Background: an optimization exercise with open tools, aiming at small area, a short achievable clock period and few clock cycles. Do not read the settings as production practice.
Function was checked by simulation only, so behaviour that the tests miss may differ from the original.
Power is estimated from default activity; no workload was simulated.

### flow/flow/run.sh
#!/bin/bash
set -euo pipefail
bash standard.sh SETUP_SLACK_MARGIN=13.7 finish > make_finish.log 2>&1
### flow/standard.sh
#!/bin/bash
# synth_recipe.tcl (not shown) runs the flow's synth.tcl, then flattens the netlist and writes it again
# the make line also repeats each setting of config.mk as NAME=value (left out here)
make -C /OpenROAD-flow-scripts/flow DESIGN_CONFIG=/design/flow/config.mk WORK_HOME=/design/flow/orfs CLKGATE_MAP_FILE= SYNTH_SCRIPT=/design/flow/synth_recipe.tcl "${@:-finish}"
### flow/config.mk
export PLATFORM = sky130hd
export DESIGN_NAME = cpu
export DESIGN_NICKNAME = cpu
export VERILOG_FILES = /design/flow/design.v
export SDC_FILE = /design/flow/constraint.sdc
export NUM_CORES = 4
export LEC_CHECK = 0
export ABC_AREA = 1
export CAP_MARGIN = 20
export CORE_MARGIN = 2
export CORE_UTILIZATION = 40
export SLEW_MARGIN = 20
### flow/constraint.sdc
create_clock -name core_clock -period 19.0 [get_ports {clock}]
set_input_delay 3.8000 -clock core_clock [delete_from_list [all_inputs] [get_ports {clock}]]
set_output_delay 3.8000 -clock core_clock [all_outputs]
set_load 0.01 [all_outputs]
### flow/design.v
module cpu(
    input wire clock,
    input wire reset,
    output wire [31:0] mem_addr,
    output wire mem_wr,
    output wire [31:0] mem_wdata,
    input wire [31:0] mem_rdata
);
    localparam K_NONE  = 3'd0;
    localparam K_FETCH = 3'd1;
    localparam K_LOAD  = 3'd2;
    localparam K_SWOLD = 3'd3;    
    localparam K_SHOLD = 3'd4;    
    localparam K_EXCB  = 3'd5;    
    localparam X_RUN  = 3'd0;
    localparam X_SH1  = 3'd1;
    localparam X_SH2  = 3'd2;
    localparam X_E1   = 3'd3;
    localparam X_E2   = 3'd4;
    localparam X_HALT = 3'd5;
    localparam X_E0   = 3'd6;
    reg [31:0] mar;
    reg        mwr;
    reg [31:0] mwd;
    reg [2:0]  mk, rk;
    reg [4:0]  mrt, rrt;
    reg [1:0]  msz, rsz;
    reg [31:0] fpm4;          
    wire [31:0] fp = fpm4 + 32'd4;
    reg [31:0] ir0;           
    reg        v0;
    reg [31:0] p40;
    reg        jq;            
    reg        jx;            
    reg [31:0] ir;            
    reg        irv;
    reg [31:0] p4;            
    reg [31:0] epc;
    reg [31:8] mdr;
    reg [2:0]  xs;
    reg [31:0] daddr;         
    reg [31:0] rf [0:31];
    reg [31:0] rfv;           
    assign mem_addr  = mar;
    assign mem_wr    = mwr;
    assign mem_wdata = mwd;
    wire [5:0]  op  = ir[31:26];
    wire [4:0]  rs  = ir[25:21];
    wire [4:0]  rt  = ir[20:16];
    wire [4:0]  rd  = ir[15:11];
    wire [4:0]  sha = ir[10:6];
    wire [5:0]  fn  = ir[5:0];
    wire [15:0] imm = ir[15:0];
    wire [31:0] sext = {{16{imm[15]}}, imm};
    wire isR    = (op == 6'h00);
    wire f_add  = isR & (fn == 6'h20);
    wire f_sub  = isR & (fn == 6'h22);
    wire f_and  = isR & (fn == 6'h24);
    wire f_sll  = isR & (fn == 6'h00);
    wire f_srl  = isR & (fn == 6'h02);
    wire f_sra  = isR & (fn == 6'h03);
    wire f_sllv = isR & (fn == 6'h04);
    wire f_srav = isR & (fn == 6'h07);
    wire f_slt  = isR & (fn == 6'h2a);
    wire f_jr   = isR & (fn == 6'h08);
    wire f_mfhi = isR & (fn == 6'h10);
    wire f_mflo = isR & (fn == 6'h12);
    wire f_brk  = isR & (fn == 6'h0d);
    wire f_rte  = isR & (fn == 6'h13);
    wire o_addi  = (op == 6'h08);
    wire o_addiu = (op == 6'h09);
    wire o_slti  = (op == 6'h0a);
    wire o_lui   = (op == 6'h0f);
    wire o_beq   = (op == 6'h04);
    wire o_bne   = (op == 6'h05);
    wire o_ble   = (op == 6'h06);
    wire o_bgt   = (op == 6'h07);
    wire o_j     = (op == 6'h02);
    wire o_jal   = (op == 6'h03);
    wire o_lw    = (op == 6'h23);
    wire o_lh    = (op == 6'h21);
    wire o_lb    = (op == 6'h20);
    wire o_sw    = (op == 6'h2b);
    wire o_sh    = (op == 6'h29);
    wire o_sb    = (op == 6'h28);
    wire o_rst   = (op == 6'h3f);
    wire isBr    = o_beq | o_bne | o_ble | o_bgt;
    wire isLoad  = o_lw | o_lh | o_lb;
    wire isShSb  = o_sh | o_sb;
    wire [4:0] n_rs = ir0[25:21];
    wire [4:0] n_rt = ir0[20:16];
    wire [31:0] rs_oh = (32'd1 << n_rs) & rfv;
    wire [31:0] rt_oh = (32'd1 << n_rt) & rfv;
    reg [31:0] rA, rB;
    integer k;
    always @(*) begin
        rA = 32'd0;
        rB = 32'd0;
        for (k = 0; k < 32; k = k + 1) begin
            rA = rA | (rf[k] & {32{rs_oh[k]}});
            rB = rB | (rf[k] & {32{rt_oh[k]}});
        end
    end
    reg [31:0] A, B;
    reg useB, inv;
    wire [5:0] q_op = ir0[31:26];
    wire [5:0] q_fn = ir0[5:0];
    wire q_isR  = (q_op == 6'h00);
    wire q_isBr = (q_op[5:2] == 4'b0001);
    wire q_useB = q_isR | q_isBr;
    wire q_inv  = (q_isR & ((q_fn == 6'h22) | (q_fn == 6'h2a))) | (q_op == 6'h0a) | q_isBr;
    wire [31:0] Y  = useB ? B : sext;
    wire [31:0] Yx = inv ? ~Y : Y;
    wire [31:0] sum = A + Yx + {31'd0, inv};
    wire ovf = (A[31] == Yx[31]) & (sum[31] != A[31]);
    wire lt  = sum[31] ^ ovf;
    wire eq  = (A == B);
    wire gt  = ~lt & ~eq;
    wire shv = f_sllv | f_srav;
    wire [31:0] shsrc = shv ? A : B;
    wire [4:0]  shamt = shv ? B[4:0] : sha;
    wire shleft = f_sll | f_sllv;
    wire [31:0] shsrc_r, shout_r;
    genvar g;
    generate
        for (g = 0; g < 32; g = g + 1) begin : rev
            assign shsrc_r[g] = shsrc[31 - g];
            assign shout_r[g] = shout[31 - g];
        end
    endgenerate
    wire [31:0] shin = shleft ? shsrc_r : shsrc;
    wire shfill = (f_sra | f_srav) & shsrc[31];
    wire signed [32:0] shin_s = {shfill, shin};
    wire [32:0] shout_w = shin_s >>> shamt;
    wire [31:0] shout = shout_w[31:0];
    wire [31:0] shres = shleft ? shout_r : shout;
    reg [31:0] res;
    always @(*) begin
        if (f_and)                 res = A & B;
        else if (f_slt | o_slti)   res = {31'd0, lt};
        else if (o_lui)            res = {imm, 16'd0};
        else if (f_sll | f_sllv | f_srl | f_sra | f_srav) res = shres;
        else if (f_mfhi | f_mflo)  res = 32'd0;
        else if (o_jal)            res = p4;
        else                       res = sum;
    end
    wire wr_instr = f_add | f_sub | f_and | f_sll | f_srl | f_sra | f_sllv | f_srav |
                    f_slt | f_mfhi | f_mflo | o_addi | o_addiu | o_slti | o_lui | o_jal;
    wire [4:0] dest = o_jal ? 5'd31 : (isR ? rd : rt);
    wire [11:0] d_ir = mar[11:0] - p4[11:0] + 12'd7;     
    wire [31:0] rp4 = (mk == K_FETCH) ? mar : fp;
    wire [11:0] d_rd = mar[11:0] - rp4[11:0] + 12'd7;
    wire ovl_ir = mwr & irv & (d_ir < 12'd7);
    wire [11:0] d_q = mar[11:0] - p40[11:0] + 12'd7;
    wire ovl_q = mwr & v0 & (d_q < 12'd7);
    wire ovl_rd = mwr & (d_rd < 12'd7);
    wire hazard = (mk == K_LOAD) &
                  ((mrt == rs) | (mrt == rt) | (isR & (mrt == rd)) | (o_jal & (mrt == 5'd31)));
    wire shp = (xs == X_SH1) | (xs == X_SH2);
    wire [11:0] d_pd = daddr[11:0] - p4[11:0] + 12'd7;
    wire ovl_pend = d_pd < 12'd7;
    wire complex_op = isLoad | o_sw | isShSb | isBr | o_j | o_jal | f_jr | f_rte |
                      f_brk | o_rst | f_add | f_sub | o_addi;
    wire ex = irv & ((xs == X_RUN) | (shp & ~complex_op & ~ovl_pend)) &
              (rk != K_LOAD) & ~hazard & ~ovl_ir;
    wire taken = (o_beq & eq) | (o_bne & ~eq) | (o_ble & ~gt) | (o_bgt & gt);
    wire x_exc   = ex & (f_add | f_sub | o_addi) & ovf;
    wire x_redir = ex & (taken | ((o_j | o_jal) & ~jx) | f_jr | f_rte);
    wire x_halt  = ex & f_brk;
    wire x_rst   = ex & o_rst;
    wire x_load  = ex & isLoad;
    wire x_sw    = ex & o_sw;
    wire x_shsb  = ex & isShSb;
    wire [31:0] br_tgt = p4 + {sext[29:0], 2'b00};
    wire [31:0] j_tgt  = {p4[31:28], ir[20:16], ir[25:21], ir[15:0], 2'b00};
    wire [31:0] x_tgt  = (o_j | o_jal) ? j_tgt : f_jr ? A : f_rte ? epc : br_tgt;
    wire e2 = (xs == X_E2);
    wire [31:0] handler = {24'd0, mem_rdata[7:0]};
    wire redirect = x_redir | e2;
    wire e0 = (xs == X_E0);
    wire [31:0] r_tgt = e2 ? handler : x_tgt;
    wire consumed = ex;      
    wire x_free   = ~irv | ex;
    wire flush_q  = redirect | e0 | ovl_ir | ovl_q;
    wire mv       = v0 & x_free;
    wire acc      = (rk == K_FETCH) & ~ovl_rd & (~v0 | mv) & ~(v0 & q_j & ~jq);
    wire drop     = (rk == K_FETCH) & ~acc & ~redirect & ~e0;
    wire rewind   = ovl_ir | ovl_q | drop;
    wire [31:0] rbase = ovl_ir ? p4 : ovl_q ? p40 : rp4;
    wire [31:0] raddr = rbase - 32'd4;
    wire [31:0] raddr4 = rbase - 32'd8;
    wire kill     = redirect | e0 | rewind | jearly;
    wire x_mem = x_load | x_sw | x_shsb | e0 | (xs == X_SH2) | (xs == X_E1);
    wire q_j = (ir0[31:27] == 5'b00001);
    wire [31:0] q_tgt = {p40[31:28], ir0[20:16], ir0[25:21], ir0[15:0], 2'b00};
    wire jearly = v0 & q_j & ~jq & ~flush_q & ~x_mem;
    wire [31:0] fa = redirect ? r_tgt : jearly ? q_tgt : rewind ? raddr : fp;
    wire [31:8] mdr_n = ((rk == K_LOAD) | (rk == K_SWOLD) | (rk == K_SHOLD)) ? mem_rdata[31:8] : mdr;
    wire rst = reset | x_rst;
    wire wb_load = (rk == K_LOAD);
    reg [31:0] ld_val;
    always @(*) begin
        case (rsz)
            2'b10:   ld_val = {16'd0, mem_rdata[15:0]};
            2'b11:   ld_val = {24'd0, mem_rdata[7:0]};
            default: ld_val = mem_rdata;
        endcase
    end
    wire        rf_we = wb_load | e2 | (ex & wr_instr);
    wire [4:0]  rf_wa = wb_load ? rrt : e2 ? 5'd30 : dest;
    wire [31:0] rf_wd = wb_load ? ld_val : e2 ? 32'd2 : res;
    always @(posedge clock) begin
        if (rf_we)
            rf[rf_wa] <= rf_wd;
    end
    always @(posedge clock) begin
        if (rst)
            rfv <= 32'd0;
        else if (rf_we)
            rfv[rf_wa] <= 1'b1;
    end
    always @(posedge clock) begin
        rrt <= mrt;
        rsz <= msz;
        if (mv)
            A <= (rf_we & (rf_wa == n_rs)) ? rf_wd : rA;
        else if (rf_we & (rf_wa == rs))
            A <= rf_wd;
        if (mv)
            B <= (rf_we & (rf_wa == n_rt)) ? rf_wd : rB;
        else if (rf_we & (rf_wa == rt))
            B <= rf_wd;
        if (mv) begin
            useB <= q_useB;
            inv <= q_inv;
            ir <= ir0;
            p4 <= p40;
            jx <= jq | jearly;
        end
        if (acc)
            jq <= 1'b0;
        else if (jearly)
            jq <= 1'b1;
        if (acc) begin
            ir0 <= mem_rdata;
            p40 <= rp4;
        end
        if (acc & ~flush_q)
            v0 <= 1'b1;
        else if (mv | flush_q)
            v0 <= 1'b0;
        if (x_mem) begin
            mwr <= 1'b0;
            mk  <= K_NONE;
            if (x_load) begin
                mar <= sum;
                mk  <= K_LOAD;
                mrt <= rt;
                msz <= o_lw ? 2'b01 : o_lh ? 2'b10 : 2'b11;
            end else if (x_sw) begin
                mar <= sum;
                mwr <= 1'b1;
                mwd <= B;
                mk  <= K_SWOLD;
            end else if (x_shsb) begin
                mar <= sum;
                daddr <= sum;
                mwd <= B;
                mk  <= K_SHOLD;
                msz <= o_sh ? 2'b10 : 2'b11;
            end else if (e0) begin
                mar <= 32'd254;
                mk  <= K_EXCB;
            end else if (xs == X_SH2) begin
                mar <= daddr;
                mwr <= 1'b1;
                mwd <= (rsz == 2'b10) ? {mem_rdata[31:16], mwd[15:0]} : {mem_rdata[31:8], mwd[7:0]};
            end else if (xs == X_E1) begin
                mwr <= 1'b1;
                mwd[31:8] <= mdr_n;
            end
            if (rewind)
                fpm4 <= raddr4;
        end else begin
            mar <= fa;
            mwr <= 1'b0;
            mk  <= K_FETCH;
            fpm4 <= fa;
        end
        rk <= (kill & (mk == K_FETCH)) ? K_NONE : mk;
        if (x_exc) begin
            epc <= p4 - 32'd4;
            mwd[7:0] <= B[7:0];
        end
        mdr <= mdr_n;
        if (e0)
            irv <= 1'b0;
        else if (mv)
            irv <= ~flush_q;
        else if (consumed | ovl_ir)
            irv <= 1'b0;
        case (xs)
            X_RUN:  xs <= x_exc ? X_E0 : x_shsb ? X_SH1 : x_halt ? X_HALT : X_RUN;
            X_E0:   xs <= X_E1;
            X_SH1:  xs <= X_SH2;
            X_SH2:  xs <= X_RUN;
            X_E1:   xs <= X_E2;
            X_E2:   xs <= X_RUN;
            default: xs <= X_HALT;
        endcase
        if (rst) begin
            mar <= 32'd0;
            mwr <= 1'b0;
            mk  <= K_FETCH;
            rk  <= K_NONE;
            fpm4 <= 32'd0;
            irv <= 1'b0;
            v0  <= 1'b0;
            xs  <= X_RUN;
            epc <= 32'd0;
            mdr <= 24'd0;
        end
    end
endmodule
==> results of run 1 <==
==> power breakdown <==
group,switching (mW),internal [mW],total (mW),leakage (nW)
logic,6.16,1.88,8.04,20.5
clock network,1.46,1.84,3.31,2.65
registers,0.467,5.46,5.93,13.2
total,8.09,9.18,17.3,36.3
==> metrics by stage <==
step	std cells	util (%)	setup slack (ns)	hold slack, ns	power (mW)
floorplan	8756	-	13.96	0.323	9.56
global placement	11373	43.0	11.49	0.331	13.0
detailed placement	11373	43.0	11.59	0.345	13.0
CTS	11788	46.5	13.57	0.332	16.5
global route	11857	47.3	13.46	0.338	17.7
finish	11886	47.4	13.49	0.327	17.3
==> cells in the mapped netlist (16+ instances only) <==
library cell / number
or2_2: 16
clkinv_1: 36
o221ai_1: 39
o2111ai_1: 46
o21a_1: 22
o21ai_0: 499
xnor2_1: 47
ha_1: 184
inv_2: 32
nor4_1: 45
a2111oi_0: 36
a21oi_1: 419
a221oi_1: 232
nand3b_1: 21
o22ai_1: 248
nor3_1: 124
nor2_1: 405
buf_2: 55
buf_1: 19
a22oi_1: 60
xor2_1: 123
a211oi_1: 43
edfxtp_1: 1290
nand2_2: 21
nand2_1: 2045
o211ai_1: 122
a22o_1: 25
dfxtp_1: 172
nand3_1: 554
o21ai_1: 64
inv_1: 1022
a31oi_1: 41
buf_6: 18
nor2_2: 33
nand4_1: 138
clkbuf_1: 272
mux2i_1: 24
==> cell families after synthesis <==
family | count (synthesis) | synth area share, %
multiplexers | 24 | 0.301
AO/OA/AOI/OAI | 1986 | 15.9
buffers and inverters | 1465 | 7.24
adder cells (fa/ha/maj) | 191 | 3.06
AND/OR/NAND/NOR | 3458 | 18.8
flip-flops | 1462 | 52.9
XOR/XNOR | 170 | 1.87
==> critical path, stage by stage (launching register included) <==
cell      delay (ns)
edfxtp_1        0.77
inv_1           0.27
nor3_1          0.07
inv_1           0.08
nor2_1          0.06
inv_1           0.19
nor3_4          0.04
buf_4           0.32
inv_1           0.52
buf_4           0.35
o22ai_1         0.10
a211oi_1        0.24
nand4_1         0.15
nor4_1          0.87
nand4_1         0.56
nor2_1          0.34
a31oi_1         0.17
==> routing by layer <==
| metal | track usage, % | part of all wire (%) | vias to the layer above | wire (um) |
|---|---|---|---|---|
| met4 | 34.9 | 11 | 46 | 48200 |
| met5 | 0.426 | 0.079 | - | 352 |
| met2 | 61.9 | 42 | 7267 | 185000 |
| met1 | 49.6 | 34 | 37550 | 149000 |
| met3 | 15.0 | 14 | 2313 | 62300 |
| li1 | - | - | 31821 | - |
==> area by class of cell <==
cell class              count  area (um2)
diodes                     32        80.1
clock buffers             204        4340
clock inverters           100        1130
fillers                 18693      104000
inverters                1093        4240
multi-input cells        5850       33900
flip-flops and latches   1462       42300
well taps                2640        3300
repair buffers            501        4370
repair inverters            4        40.0
==> path summary, 6_finish.rpt <==
check,end,slack (ns),cells after the start
setup / recovery,B[17],13.49,16
hold / removal,rsz[1],0.33,0
setup reg to reg,B[17],13.49,16
hold reg to reg,rsz[1],0.33,0
==> repair_timing <==
| item | CTS | global route |
|---|---|---|
| resized for setup | 413 | 282 |
| endpoints found under the setup margin | 2427 | 966 |
| gates cloned | 24 | 5 |
| buffers inserted | 87 | 58 |
| pin swaps | 54 | 83 |
==> impl_metrics.csv, run 1 <==
group,metric,value,unit
cells_and_area,largest_reg_flops,1024,
yosys,netlist_area,0.0797,mm2
sta,setup_violations,0,
setup_path,critPathLaunchType,"flop",
sta,grt_setup_unrepaired,"yes",
sta,clock.fmax,181,MHz
place,place_area,0.0849,mm2
global_route,grt_pass1_wl,594000,um
floorplan,die_h,450,um
cells_and_area,layout_common_cells,"1969 x nand2_1, 1290 x edfxtp_1, 998 x inv_1, 528 x nand3_1, 460 x o21ai_0",
detailed_routing,vias,78997,
worst_hold_path,hold_path.startpoint,"msz[1]",
floorplan,start_util,40.3,%
cts,clockBufferDepth,3,
setup_path,path_max_fanout,19,
cts,insertion_delay,0.90,ns
detailed_routing,routed_wl,445000,um
cells_and_area,regMostFlops,"rf",
pwr,vdd_drop_max,187,uV
yosys,yosys_warnings,1,
cts,cts_htree_levels,4,
yosys,synth_top_area_cell,"edfxtp_1",
global_route,grt_max_degree,83,
global_route,antenna_found_initial,49,
yosys,yosysTopAreaCellShare,48.6,%
yosys,synth_area_leaders,"edfxtp_1 49%, nand2_1 9.6%, inv_1 4.8%",
cells_and_area,drive_above_1_share,13.9,%
pwr,power_density,184,mW/mm2
detailed_routing,drtIter0Drc,14503,
worst_hold_path,hp-class,"flop to flop",
floorplan,core-area,0.198,mm2
yosys,synth_ff_type,"edfxtp_1",
sta,tightest_slew,1.28,ns
yosys,synth_sequential_area_ratio,52.9,%
cells_and_area,area_growth,17.4,%
yosys,syn_inst,8756,
cts,cts_tree,"built",
cts,numCtsBuffers,164,
cells_and_area,final_area,0.0936,mm2
yosys,synth_nets,8981,
global_route,gr-total-overflow,0,
global_route,first_global_vias,72108,
yosys,synth-edff-count,1290,
detailed_routing,wire_per_inst,37.5,um
cts,clk_pin_slew,0.06,ns
place,dpl.hpwl,298000,um
detailed_routing,dr.pass1.iters,10,
setup_path,rr_startpoint,"ir0[16]",
yosys,ys_seq_elements,1462,
sta,slew_viol_final,0,
pwr,p_leak,36.3,nW
detailed_routing,drc_errors,0,
sta,hold_violations,0,
yosys,async_flop_share,0,%
place,numPortBuffers,98,
sta,slew_headroom,12.6,%
sta,finalCritPeriodShare,29.0,%
cells_and_area,final_common_cell,"nand2_1",
setup_path,cp-end-kind,"flop",
cts,cts_sinks,1462,
setup_path,cp-startpoint,"ir0[16]",
sta,period_needed,5.51,ns
floorplan,die_w,450,um
floorplan,dieArea,0.203,mm2
place,routabilityCongestion,1.06,
setup_path,path_class,"flop to flop",
detailed_routing,postRouteAntennaNets,0,
floorplan,rows,163,
global_route,grt_use_total,42.3,%
sta,fin_skew,0.0895,ns
flow_run,cap_viol_max_count,0,
floorplan,ios,99,
setup_path,cp.arrival,6.03,ns
yosys,ys_types,80,
detailed_routing,viasPerCell,6.65,
run_status,outcome,"finished clean",
cts,cts_hold_buffers,0,
cts,clock-root-buffer,"clkbuf_16",
setup_path,required,19.52,ns
sta,tns,0,ns
yosys,syn_avg_cell_area,9.11,um2
cells_and_area,finalNetCount,9301,
Testbench counts, summed over its fixed seeds: cycles 26,980.
==> run 2: changes to the inputs <==
--- a/flow/design.v
+++ b/flow/design.v
@@ -161,8 +161,9 @@
     wire ovl_pend = d_pd < 12'd7;
     wire complex_op = isLoad | o_sw | isShSb | isBr | o_j | o_jal | f_jr | f_rte |
                       f_brk | o_rst | f_add | f_sub | o_addi;
+    wire wb_ok = ~wr_instr & (rs != rrt) & (rt != rrt);
     wire ex = irv & ((xs == X_RUN) | (shp & ~complex_op & ~ovl_pend)) &
-              (rk != K_LOAD) & ~hazard & ~ovl_ir;
+              ((rk != K_LOAD) | wb_ok) & ~hazard & ~ovl_ir;
     wire taken = (o_beq & eq) | (o_bne & ~eq) | (o_ble & ~gt) | (o_bgt & gt);
     wire x_exc   = ex & (f_add | f_sub | o_addi) & ovf;
     wire x_redir = ex & (taken | ((o_j | o_jal) & ~jx) | f_jr | f_rte);
--- a/flow/config.mk
+++ b/flow/config.mk
@@ -8,5 +8,5 @@
 export ABC_AREA = 1
 export CAP_MARGIN = 20
 export CORE_MARGIN = 2
-export CORE_UTILIZATION = 40
+export CORE_UTILIZATION = 45
 export SLEW_MARGIN = 20
==> impl_metrics.csv, run 2 <==
group,metric,value,unit
flow_run,cap_viol_max_count,0,
yosys,synth-edff-count,1290,
floorplan,ios,99,
setup_path,path_max_fanout,10,
detailed_routing,routed_wl,424000,um
yosys,synth_top_area_cell,"edfxtp_1",
sta,setup_violations,0,
floorplan,rows,154,
detailed_routing,drtIter0Drc,14991,
yosys,syn_avg_cell_area,9.04,um2
sta,hold_slack,0.390,ns
setup_path,r2r_cells,36,
yosys,ys_seq_elements,1462,
yosys,synthTopCellsByCount,"2187 x nand2_1, 1290 x edfxtp_1, 965 x inv_1",
sta,finalCritPeriodShare,28.2,%
cells_and_area,final_common_cell,"nand2_1",
sta,clock.fmax,187,MHz
pwr,p_leak,35.7,nW
cells_and_area,finalNetCount,9290,
cts,cts_tree,"built",
place,place_area,0.0842,mm2
yosys,synth_area_leaders,"edfxtp_1 49%, nand2_1 10%, inv_1 4.6%",
sta,tightest_slew,1.27,ns
sta,period_needed,5.35,ns
cells_and_area,largest_reg_flops,1024,
cells_and_area,final_core_util,52.6,%
worst_hold_path,hold_path.startpoint,"msz[0]",
setup_path,required,19.76,ns
cells_and_area,regMostFlops,"rf",
yosys,yosysMostFrequentCell,"nand2_1",
setup_path,path_class,"flop to flop",
cells_and_area,layout_common_cells,"2139 x nand2_1, 1290 x edfxtp_1, 942 x inv_1, 521 x nand3_1, 420 x o21ai_0",
setup_path,reg2reg_slack,13.65,ns
cts,cts_htree_levels,4,
yosys,synthMuxAreaShare,0.303,%
setup_path,slowest_delay,0.40,ns
global_route,antenna_found_initial,32,
yosys,yosysTopAreaCellShare,48.8,%
global_route,gr-total-overflow,0,
yosys,synth_sequential_area_ratio,53.2,%
sta,hold_violations,0,
yosys,ys_types,74,
cells_and_area,n_fill_cell,16261,
detailed_routing,vias,78282,
setup_path,r2r_end,"fpm4[14]",
worst_hold_path,hp-class,"flop to flop",
pwr,vdd_drop_max,113,uV
floorplan,die_w,424,um
yosys,synth-xor-area-share,2.00,%
yosys,synthAdderAreaFrac,3.08,%
global_route,grt_use_total,45.4,%
worst_hold_path,min_to,"rsz[0]",
global_route,grt_max_degree,83,
setup_path,crit_path_frequent_cell,"nand2_1",
setup_path,critPathLaunchType,"flop",
yosys,netlist_area,0.0793,mm2
global_route,grt_pass1_wl,567000,um
cts,insertion_delay,0.86,ns
cells_and_area,area_growth,16.6,%
detailed_routing,wire_per_inst,36.7,um
yosys,yosys_warnings,1,
setup_path,cp-startpoint,"useB",
cts,cts_sinks,1462,
cts,clockBufferDepth,3,
sta,slew_headroom,15.0,%
cts,clk_pin_slew,0.07,ns
setup_path,slowest_stage,"a211oi_4",
worst_hold_path,hold_depth,0,
sta,tns,0,ns
floorplan,core-area,0.176,mm2
floorplan,start_util,45.1,%
run_status,outcome,"finished clean",
sta,slew_viol_final,0,
pwr,power_density,133,mW/mm2
global_route,first_global_vias,71263,
cells_and_area,final_area,0.0925,mm2
yosys,synth_ff_type,"edfxtp_1",
place,numPortBuffers,98,
floorplan,die_h,424,um
yosys,yosys.area_share.simple,19.5,%
cts,numCtsBuffers,162,
yosys,syn_inst,8774,
setup_path,cp-end-kind,"flop",
cts,clock-root-buffer,"clkbuf_16",
yosys,async_flop_share,0,%
pwr,finalPower,12.3,mW
sta,grt_setup_unrepaired,"yes",
yosys,synth_top_family_by_area,"simple AND/OR/NAND/NOR gates",
cells_and_area,drive_above_1_share,12.4,%
detailed_routing,dr.pass1.iters,11,
detailed_routing,drc_errors,0,
sta,fin_skew,0.0678,ns
setup_path,rr_startpoint,"useB",
detailed_routing,viasPerCell,6.78,
detailed_routing,postRouteAntennaNets,0,
place,dpl.hpwl,277000,um
yosys,synth-compound-area-share,15.0,%
yosys,synth_nets,8999,
place,routabilityCongestion,1.09,
setup_path,cp.arrival,6.11,ns
floorplan,dieArea,0.180,mm2
-- run 2: how the worst max path moves through the flow --
stage	to	cells past startpoint
CTS	mem_wdata[2]	1
detailed placement	mar[0]	30
global route	mar[14]	36
finish	fpm4[14]	36
floorplan	A[0]	19
global placement	mar[1]	31
-- run 2: cell families after synthesis --
logic type                 count (synthesis)
xor gates and xnor gates                 180
adders and majority gates                191
and+or+nand+nor                         3633
AOI/OAI and AO/OA                       1876
DFF                                     1462
muxes                                     24
buffers and inverters                   1408
-- run 2: repair_timing --
action | in CTS | in global routing
cloned | 13 | 10
endpoints found under the setup margin | 2439 | 1639
hold buffers | 0 | 0
pin swaps | 39 | 57
gates resized for setup | 390 | 229
buffers inserted | 67 | 75
-- run 2: critical path: cells and delay by family (launching register included) --
| kind | cells | cell delay [ns] |
|---|---|---|
| flip-flops | 1 | 0.38 |
| XOR/XNOR | 1 | 0.20 |
| AND/OR/NAND/NOR | 16 | 1.44 |
| buffers and inverters | 9 | 1.37 |
| adder cells (fa/ha/maj) | 2 | 0.62 |
| AO/OA/AOI/OAI | 8 | 1.18 |
-- run 2: per-layer routing --
layer | up-vias | track usage (%) | wire (um)
li1 | 31641 | - | -
met1 | 37150 | 53.9 | 141000
met2 | 7146 | 65.5 | 173000
met3 | 2315 | 15.7 | 61500
met4 | 30 | 39.4 | 47800
met5 | - | 0.538 | 402
-- run 2: per-stage QoR --
stage | worst slack [ns] | std cells
global route | 13.55 | 11539
finish | 13.65 | 11554
detailed placement | 11.00 | 11075
floorplan | 12.68 | 8774
global placement | 11.10 | 11073
CTS | 13.69 | 11449
-- run 2: where the power goes --
part           switching (mW)  internal [mW]
logic                    3.35           1.09
registers               0.263           4.48
clock network            1.40           1.73
total                    5.02           7.30
-- run 2: final cells by class --
cell class / instances / area (um2) / area share (%)
repair inverters: 6 / 72.6 / 0.0785
multi-input cells: 5917 / 33600 / 36.4
diodes: 19 / 47.5 / 0.0514
clock buffers: 211 / 4330 / 4.68
inverters: 1023 / 3970 / 4.29
repair buffers: 493 / 4430 / 4.79
well taps: 2340 / 2930 / 3.17
clock inverters: 83 / 840 / 0.908
flip-flops and latches: 1462 / 42300 / 45.7
Testbench counts of run 2, summed over its fixed seeds: cycles 26,894.

static timing again, ports no longer ideal:
Ports are ideal in the flow. The routed layouts listed here were re-timed in OpenROAD.
Step 1: set_driving_cell puts a clkbuf_16 on clock and a buf_2 on each other input, an assumption about the parent block.
Step 2 also shifts input and output timing later by t, the mid clock arrival at the registers, as if the neighbouring blocks saw the same clock.
Three values: ideal, step 1, step 2; two values: the first two.
run	t, ns	slack for setup (ns)	worst setup path at the end	pins driven straight from the clock port
run 1	0.952	13.489 / 13.489 / 12.890	input to register	1
run 2	0.912	13.650 / 13.612 / 12.832	input to register	1
After both steps setup and hold are still met in every run listed. The setup slack of run 2, which loses most, moves by -0.038 ns with the drivers and by -0.818 ns with both steps.
